Context: an optimization exercise on an open-source flow, tuned for small area and a short achievable clock period. The choices shown serve that exercise and are no tape-out recipe.
Only simulation tests tie the RTL to the original design; equivalence was not proved.
No activity file was given, so power comes from the tool's default toggle rates.

==> inputs of run a <==
// sobel_filter
module sobel_filter #(
    parameter int PIXEL_WIDTH = 8,
    parameter int IMAGE_WIDTH = 64
) (
    input  logic                   clk,
    input  logic                   rst_n,
    input  logic [PIXEL_WIDTH-1:0] pixel_in,
    input  logic                   valid_in,
    output logic [PIXEL_WIDTH-1:0] edge_out,
    output logic                   valid_out
);
==> module conv3x3, before the edit <==
module conv3x3 #(
    parameter int PIXEL_WIDTH = 8,
    parameter int IMAGE_WIDTH = 64
) (
    input  logic                   clk,
    input  logic                   rst_n,
    input  logic [PIXEL_WIDTH-1:0] pixel_in,
    input  logic                   valid_in,
    output logic [PIXEL_WIDTH-1:0] edge_out,
    output logic                   valid_out
);
  localparam int W = IMAGE_WIDTH;
  localparam int PW = PIXEL_WIDTH;
  localparam int DEPTH = 2 * W + 2;   
  localparam int CW = 6;   
  logic [PW-1:0] lb[DEPTH];
  always_ff @(posedge clk) begin
    if (valid_in) begin
      lb[0] <= pixel_in;
      for (int i = 1; i < DEPTH; i++) lb[i] <= lb[i-1];
    end
  end
  logic [CW-1:0] col;
  logic [1:0] line;
  logic warm;
  always_ff @(posedge clk or negedge rst_n) begin
    if (!rst_n) begin
      col  <= '0;
      line <= '0;
      warm <= 1'b0;
    end else if (valid_in) begin
      col <= col + 1'b1;
      if (&col && !line[1]) line <= line + 1'b1;
      if (line[1] && col == CW'(2)) warm <= 1'b1;
    end
  end
  assign valid_out = valid_in & warm;
  logic m1, m0;   
  assign m1 = (col != '0);
  assign m0 = (col[CW-1:1] != '0);
  logic [PW-1:0] w02, w12, w21, w11, w01, w20, w10, w00;
  assign w12 = lb[W-1];
  assign w02 = lb[2*W-1];
  assign w21 = lb[0];
  assign w11 = lb[W];
  assign w01 = lb[2*W];
  assign w20 = lb[1];
  assign w10 = lb[W+1];
  assign w00 = lb[2*W+1];
  logic signed [11:0] e, f, g, u, z;
  assign e = m1 ? (12'(w21) - 12'(w01)) : '0;
  assign f = m0 ? (12'(w10) + 12'(w20)) : '0;
  assign g = m0 ? (12'(w00) + 12'(w10)) : '0;
  assign u = 12'(w02) + 12'(w12) - f - e;
  assign z = 12'(w12) - g + e;
  logic usat;
  logic [6:0] ua;
  assign usat = (u >= 12'sd128) || (u <= -12'sd128);
  assign ua = u[11] ? 7'(-u) : u[6:0];
  logic signed [11:0] v;
  logic vsat;
  logic [6:0] va;
  assign v = z + 12'(pixel_in);
  assign vsat = (v >= 12'sd128) || (v <= -12'sd128);
  assign va = v[11] ? 7'(-v) : v[6:0];
  logic [PW-1:0] edge_nxt;
  assign edge_nxt = (usat || vsat) ? 8'd255 : {(va > ua ? va : ua), 1'b0};
  always_ff @(posedge clk) begin
    if (valid_in) edge_out <= edge_nxt;
  end
endmodule
Settings: LEC_CHECK=0, CAP_MARGIN=20, CORE_MARGIN=2, CORE_UTILIZATION=40, SLEW_MARGIN=20; clock period 12.0 ns.
run.sh (not shown) runs the stock make flow with config.mk's settings and CLKGATE_MAP_FILE= SYNTH_SCRIPT=/design/flow/synth_recipe.tcl, a recipe that flattens the netlist after the stock synthesis.
==> inputs of run b, as changes to run a <==
==> flow/design.v (replaced) <==
`timescale 1ns / 1ps
module conv3x3 #(
    parameter int PIXEL_WIDTH = 8,
    parameter int IMAGE_WIDTH = 64
) (
    input  logic                   clk,
    input  logic                   rst_n,
    input  logic [PIXEL_WIDTH-1:0] pixel_in,
    input  logic                   valid_in,
    output logic [PIXEL_WIDTH-1:0] edge_out,
    output logic                   valid_out
);
  localparam int W = IMAGE_WIDTH;
  localparam int PW = PIXEL_WIDTH;
  localparam int DEPTH = 2 * W + 1;   
  localparam int CW = 6;   
  logic [DEPTH*PW-1:0] lb;
  always_ff @(posedge clk) begin
    if (valid_in) lb <= {lb[(DEPTH-1)*PW-1:0], pixel_in};
  end
  logic [CW-1:0] col;
  logic [1:0] line;
  logic warm;
  always_ff @(posedge clk or negedge rst_n) begin
    if (!rst_n) begin
      col  <= '0;
      line <= '0;
      warm <= 1'b0;
    end else if (valid_in) begin
      col <= col + 1'b1;
      if (&col && !line[1]) line <= line + 1'b1;
      if (line[1] && col == CW'(2)) warm <= 1'b1;
    end
  end
  assign valid_out = valid_in & warm;
  logic n1, n0;
  assign n1 = ~&col;
  assign n0 = n1 & (col != '0);
  logic [7:0] w12, w02, w01, w20, w10, w00, w21;
  assign w12 = lb[(W-2)*PW+:PW];
  assign w02 = lb[(2*W-2)*PW+:PW];
  assign w01 = n1 ? lb[(2*W-1)*PW+:PW] : '0;
  assign w20 = n0 ? lb[(0)*PW+:PW] : '0;
  assign w10 = n0 ? lb[(W)*PW+:PW] : '0;
  assign w00 = n0 ? lb[(2*W)*PW+:PW] : '0;
  assign w21 = n1 ? pixel_in : '0;
  logic [7:0] zs1, zc1;
  logic [8:0] zs2, zc2, zs3, zc3;
  assign zs1 = w12 ^ ~w00 ^ ~w10;
  assign zc1 = (w12 & ~w00) | (w12 & ~w10) | (~w00 & ~w10);
  sobel_csa #(9) u_z2 (
      .a({1'b0, zs1}),
      .b({zc1, 1'b1}),
      .c({1'b0, ~w01}),
      .s(zs2),
      .co(zc2)
  );
  sobel_csa #(9) u_z3 (
      .a(zs2),
      .b({zc2[7:0], 1'b1}),
      .c({1'b0, w21}),
      .s(zs3),
      .co(zc3)
  );
  logic [10:0] z_nxt;
  assign z_nxt = 11'(zs3) + {1'b0, zc3, 1'b1};
  logic [7:0] us1, uc1, us2, uc2;
  logic [8:0] us3, uc3;
  logic [9:0] us4, uc4;
  assign us1 = w12 ^ w02 ^ w01;
  assign uc1 = (w12 & w02) | (w12 & w01) | (w02 & w01);
  assign us2 = ~w10 ^ ~w20 ^ us1;
  assign uc2 = (~w10 & ~w20) | (~w10 & us1) | (~w20 & us1);
  sobel_csa #(9) u_u3 (
      .a({1'b0, us2}),
      .b({uc1, 1'b1}),
      .c({uc2, 1'b1}),
      .s(us3),
      .co(uc3)
  );
  sobel_csa #(10) u_u4 (
      .a({1'b0, us3}),
      .b({uc3, 1'b0}),
      .c({2'b00, ~w21}),
      .s(us4),
      .co(uc4)
  );
  logic [10:0] u_nxt;
  assign u_nxt = 11'(us4) + {uc4, 1'b1};
  logic [10:0] z, u;   
  always_ff @(posedge clk) begin
    if (valid_in) begin
      z <= z_nxt;
      u <= u_nxt;
    end
  end
  logic [10:0] xs, xc, ys, yc;
  sobel_csa #(11) u_gx (
      .a ({3'b010, pixel_in}),
      .b (z),
      .c (u),
      .s (xs),
      .co(xc)
  );
  sobel_csa #(11) u_gy (
      .a ({3'b000, pixel_in}),
      .b (z),
      .c (~u),
      .s (ys),
      .co(yc)
  );
  logic xco, yco;
  sobel_co #(11) u_sx (
      .a  (xs),
      .b  ({xc[9:0], 1'b0}),
      .co (xco)
  );
  sobel_co #(11) u_sy (
      .a  (ys),
      .b  ({yc[9:0], 1'b1}),
      .co (yco)
  );
  logic sx, sy;
  assign sx = ~xc[10] & ~xco;
  assign sy = ~yc[10] & ~yco;
  logic [6:0] zm1, ua;
  logic usat;
  assign zm1 = 7'(z[6:0] - 7'd1);
  sobel_abs u_abs (
      .x   (u),
      .xa  (ua),
      .xsat(usat)
  );
  logic [10:0] v;
  logic [6:0] vm1;
  logic vsat;
  logic [6:0] half;
  assign v    = 11'(pixel_in) + z;
  assign vm1  = pixel_in[6:0] + zm1;
  assign vsat = (v >= 11'd896) || (v <= 11'd640);
  assign half = (sx == sy) ? (sx ? ~vm1 : v[6:0]) : ua;
  always_ff @(posedge clk) begin
    if (valid_in) edge_out <= (usat || vsat) ? 8'd255 : {half, 1'b0};
  end
endmodule
module sobel_csa #(
    parameter int N = 8
) (
    input  logic [N-1:0] a,
    input  logic [N-1:0] b,
    input  logic [N-1:0] c,
    output logic [N-1:0] s,
    output logic [N-1:0] co
);
  assign s  = a ^ b ^ c;
  assign co = (a & b) | (a & c) | (b & c);
endmodule
module sobel_co #(
    parameter int N = 11
) (
    input  logic [N-1:0] a,
    input  logic [N-1:0] b,
    output logic         co
);
  logic [N:0] sum;
  assign sum = (N + 1)'(a) + (N + 1)'(b);
  assign co  = sum[N];
endmodule
module sobel_abs (
    input  logic [10:0] x,
    output logic [ 6:0] xa,
    output logic        xsat
);
  assign xa   = (x >= 11'd768) ? x[6:0] : 7'(-x[6:0]);
  assign xsat = (x >= 11'd896) || (x <= 11'd640);
endmodule
`timescale 1ns / 1ps
module sobel_filter #(
    parameter int PIXEL_WIDTH = 8,
    parameter int IMAGE_WIDTH = 64
) (
    input  logic                   clk,
    input  logic                   rst_n,
    input  logic [PIXEL_WIDTH-1:0] pixel_in,
    input  logic                   valid_in,
    output logic [PIXEL_WIDTH-1:0] edge_out,
    output logic                   valid_out
);
  conv3x3 #(
      .PIXEL_WIDTH(PIXEL_WIDTH),
      .IMAGE_WIDTH(IMAGE_WIDTH)
  ) u_core (
      .clk      (clk),
      .rst_n    (rst_n),
      .pixel_in (pixel_in),
      .valid_in (valid_in),
      .edge_out (edge_out),
      .valid_out(valid_out)
  );
endmodule
==> flow/flow/run.sh (new file) <==
#!/bin/bash
set -euo pipefail
bash standard.sh SETUP_SLACK_MARGIN=7 MATCH_CELL_FOOTPRINT=0 \
  'BUFFER_PORTS_ARGS=-buffer_cell sky130_fd_sc_hd__buf_2' \
  'CTS_ARGS=-sink_clustering_enable -repair_clock_nets -sink_clustering_size 18 -sink_clustering_max_diameter 55 -buf_list sky130_fd_sc_hd__clkbuf_8 -dont_use_dummy_load' \
  finish > standard_flow.log 2>&1
==> flow/standard.sh (new file) <==
#!/bin/bash
# synth_recipe.tcl (not shown) runs the flow's synth.tcl, then flattens the netlist and writes it again
# the make line also repeats each setting of config.mk as NAME=value (left out here)
make -C /OpenROAD-flow-scripts/flow DESIGN_CONFIG=/design/flow/config.mk WORK_HOME=/design/flow/orfs CLKGATE_MAP_FILE= SYNTH_SCRIPT=/design/flow/synth_recipe.tcl "${@:-finish}"
CORE_UTILIZATION = 70   (was 40)
PLACE_DENSITY = 0.8   (was default)
removed: flow/run.sh
==> inputs of run c, as changes to run a <==
--- a/flow/design.v
+++ b/flow/design.v
@@ -13,5 +13,5 @@
   localparam int W = IMAGE_WIDTH;
   localparam int PW = PIXEL_WIDTH;
-  localparam int DEPTH = 2 * W + 2;   
+  localparam int DEPTH = 2 * W + 1;   
   localparam int CW = 6;   
   logic [PW-1:0] lb[DEPTH];
@@ -37,37 +37,128 @@
   end
   assign valid_out = valid_in & warm;
-  logic m1, m0;   
-  assign m1 = (col != '0);
-  assign m0 = (col[CW-1:1] != '0);
-  logic [PW-1:0] w02, w12, w21, w11, w01, w20, w10, w00;
-  assign w12 = lb[W-1];
-  assign w02 = lb[2*W-1];
-  assign w21 = lb[0];
-  assign w11 = lb[W];
-  assign w01 = lb[2*W];
-  assign w20 = lb[1];
-  assign w10 = lb[W+1];
-  assign w00 = lb[2*W+1];
-  logic signed [11:0] e, f, g, u, z;
-  assign e = m1 ? (12'(w21) - 12'(w01)) : '0;
-  assign f = m0 ? (12'(w10) + 12'(w20)) : '0;
-  assign g = m0 ? (12'(w00) + 12'(w10)) : '0;
-  assign u = 12'(w02) + 12'(w12) - f - e;
-  assign z = 12'(w12) - g + e;
+  logic n1, n0;
+  assign n1 = ~&col;
+  assign n0 = n1 & (col != '0);
+  logic signed [10:0] bx, ay;   
+  logic signed [10:0] bx_nxt, ayq, ay_nxt;
+  sobel_bx u_bx (
+      .w12(lb[W-2]),
+      .w02(lb[2*W-2]),
+      .w00(lb[2*W]),
+      .w10(lb[W]),
+      .w20(lb[0]),
+      .n0 (n0),
+      .bx (bx_nxt)
+  );
+  sobel_ayq u_ayq (
+      .w01(lb[2*W-1]),
+      .w02(lb[2*W-2]),
+      .w20(lb[0]),
+      .w00(lb[2*W]),
+      .n1 (n1),
+      .n0 (n0),
+      .ayq(ayq)
+  );
+  assign ay_nxt = ayq + (n1 ? {2'b00, pixel_in, 1'b0} : 11'sd0);
+  always_ff @(posedge clk) begin
+    if (valid_in) begin
+      bx <= bx_nxt;
+      ay <= ay_nxt;
+    end
+  end
+  logic signed [10:0] z;
+  logic [6:0] zm1, ua;
   logic usat;
-  logic [6:0] ua;
-  assign usat = (u >= 12'sd128) || (u <= -12'sd128);
-  assign ua = u[11] ? 7'(-u) : u[6:0];
-  logic signed [11:0] v;
-  logic vsat;
-  logic [6:0] va;
-  assign v = z + 12'(pixel_in);
-  assign vsat = (v >= 12'sd128) || (v <= -12'sd128);
-  assign va = v[11] ? 7'(-v) : v[6:0];
+  sobel_zu u_zu (
+      .bx  (bx),
+      .ay  (ay),
+      .z   (z),
+      .zm1 (zm1),
+      .ua  (ua),
+      .usat(usat)
+  );
   logic [PW-1:0] edge_nxt;
-  assign edge_nxt = (usat || vsat) ? 8'd255 : {(va > ua ? va : ua), 1'b0};
+  sobel_mag u_mag (
+      .p       (pixel_in),
+      .z       (z),
+      .zm1     (zm1),
+      .bx      (bx),
+      .ay      (ay),
+      .ua      (ua),
+      .usat    (usat),
+      .edge_nxt(edge_nxt)
+  );
   always_ff @(posedge clk) begin
     if (valid_in) edge_out <= edge_nxt;
   end
+endmodule
+module sobel_bx (
+    input  logic        [7:0] w12,
+    input  logic        [7:0] w02,
+    input  logic        [7:0] w00,
+    input  logic        [7:0] w10,
+    input  logic        [7:0] w20,
+    input  logic              n0,
+    output logic signed [10:0] bx
+);
+  logic signed [10:0] s0;
+  assign s0 = n0 ? 11'(w00) + 11'(2 * w10) + 11'(w20) : 11'sd0;
+  assign bx = 11'(2 * w12) + 11'(w02) - s0;
+endmodule
+module sobel_ayq (
+    input  logic        [7:0] w01,
+    input  logic        [7:0] w02,
+    input  logic        [7:0] w20,
+    input  logic        [7:0] w00,
+    input  logic              n1,
+    input  logic              n0,
+    output logic signed [10:0] ayq
+);
+  logic signed [10:0] t1, d0;
+  assign t1  = n1 ? 11'(2 * w01) : 11'sd0;
+  assign d0  = n0 ? 11'(w20) - 11'(w00) : 11'sd0;
+  assign ayq = d0 - t1 - 11'(w02);
+endmodule
+module sobel_zu (
+    input  logic signed [10:0] bx,
+    input  logic signed [10:0] ay,
+    output logic signed [10:0] z,
+    output logic        [6:0] zm1,
+    output logic        [6:0] ua,
+    output logic              usat
+);
+  logic signed [11:0] s, d;
+  logic signed [10:0] u;
+  assign s = 12'(bx) + 12'(ay);
+  assign d = 12'(bx) - 12'(ay);
+  assign z = s[11:1];
+  assign u = d[11:1];
+  assign zm1 = 7'(z[6:0] - 7'd1);
+  assign ua = u[10] ? 7'(-u) : u[6:0];
+  assign usat = (u >= 11'sd128) || (u <= -11'sd128);
+endmodule
+module sobel_mag (
+    input  logic        [7:0] p,
+    input  logic signed [10:0] z,
+    input  logic        [6:0] zm1,
+    input  logic signed [10:0] bx,
+    input  logic signed [10:0] ay,
+    input  logic        [6:0] ua,
+    input  logic              usat,
+    output logic        [7:0] edge_nxt
+);
+  logic signed [11:0] v, gx, gy;
+  logic [6:0] vm1;
+  assign v   = 12'(p) + 12'(z);
+  assign vm1 = p[6:0] + zm1;   
+  assign gx  = 12'(p) + 12'(bx);
+  assign gy  = 12'(p) + 12'(ay);
+  logic sx, sy, sat;
+  logic [6:0] half;
+  assign sx   = gx[11];
+  assign sy   = gy[11];
+  assign sat  = usat || (v >= 12'sd128) || (v <= -12'sd128);
+  assign half = (sx == sy) ? (sx ? ~vm1 : v[6:0]) : ua;
+  assign edge_nxt = sat ? 8'd255 : {half, 1'b0};
 endmodule
 `timescale 1ns / 1ps
==> flow/flow/run.sh (new file) <==
#!/bin/bash
set -euo pipefail
bash standard.sh SETUP_SLACK_MARGIN=7 finish > standard_flow.log 2>&1
==> flow/standard.sh (new file) <==
#!/bin/bash
# synth_recipe.tcl (not shown) runs the flow's synth.tcl, then flattens the netlist and writes it again
# the make line also repeats each setting of config.mk as NAME=value (left out here)
make -C /OpenROAD-flow-scripts/flow DESIGN_CONFIG=/design/flow/config.mk WORK_HOME=/design/flow/orfs CLKGATE_MAP_FILE= SYNTH_SCRIPT=/design/flow/synth_recipe.tcl "${@:-finish}"
CORE_UTILIZATION = 60   (was 40)
CTS_BUF_LIST = sky130_fd_sc_hd__clkbuf_16   (was default)
CTS_CLUSTER_DIAMETER = 50   (was default)
CTS_CLUSTER_SIZE = 32   (was default)
PLACE_DENSITY = 0.7   (was default)
SYNTH_HIERARCHICAL = 1   (was default)
SYNTH_MINIMUM_KEEP_SIZE = 0   (was default)
removed: flow/run.sh
==> notes <==
Between run a and run c, the lower routed wire length is in run a (gap 10%, measured against run c).
Clock skew: run c is lower than run a (0.024 ns).
Of run b and run a, run a has the higher combinational power (gap about 22%, measured against run a).
Of run c and run a, run c has the higher synthesized cell count (gap 16%, measured against run a).
Hold slack: run b is lower than run c (0.013 ns).
In run a the first-iteration DRC count is lower than in run c, by about 0.6%.
In flip-flop and latch count, run c and run b do not differ.
In run c the sequential power is higher than in run a, by about 3%.
The highest area after synthesis belongs to run c, the lowest to run a.

==> static timing again, ports no longer ideal <==
The results above use ideal ports. As a check the final layouts listed here were re-extracted and re-timed, cells and wires unchanged. Step 1 assumes that a clkbuf_16 drives the clock port and a buf_2 every other input. Step 2 adds t to the input delays and takes it off the output delays; t is the mean of the earliest and latest rising clock arrival at the registers after step 1. Input paths then give back, and output paths get back, about the clock's delay inside the block. Three values: no drivers, after step 1, after step 2; two values: the first two.
run	t (ns)	setup WS [ns]	worst setup path after step 2
run a	0.705	4.415 / 4.453 / 3.749	input to register
run b	0.701	6.800 / 6.627 / 6.360	input to register
run c	0.681	6.813 / 6.573 / 6.387	input to register
After both steps every run listed still meets setup and hold. For run a, which loses most, drivers alone change the setup slack by +0.038 ns; drivers and shift together by -0.666 ns.
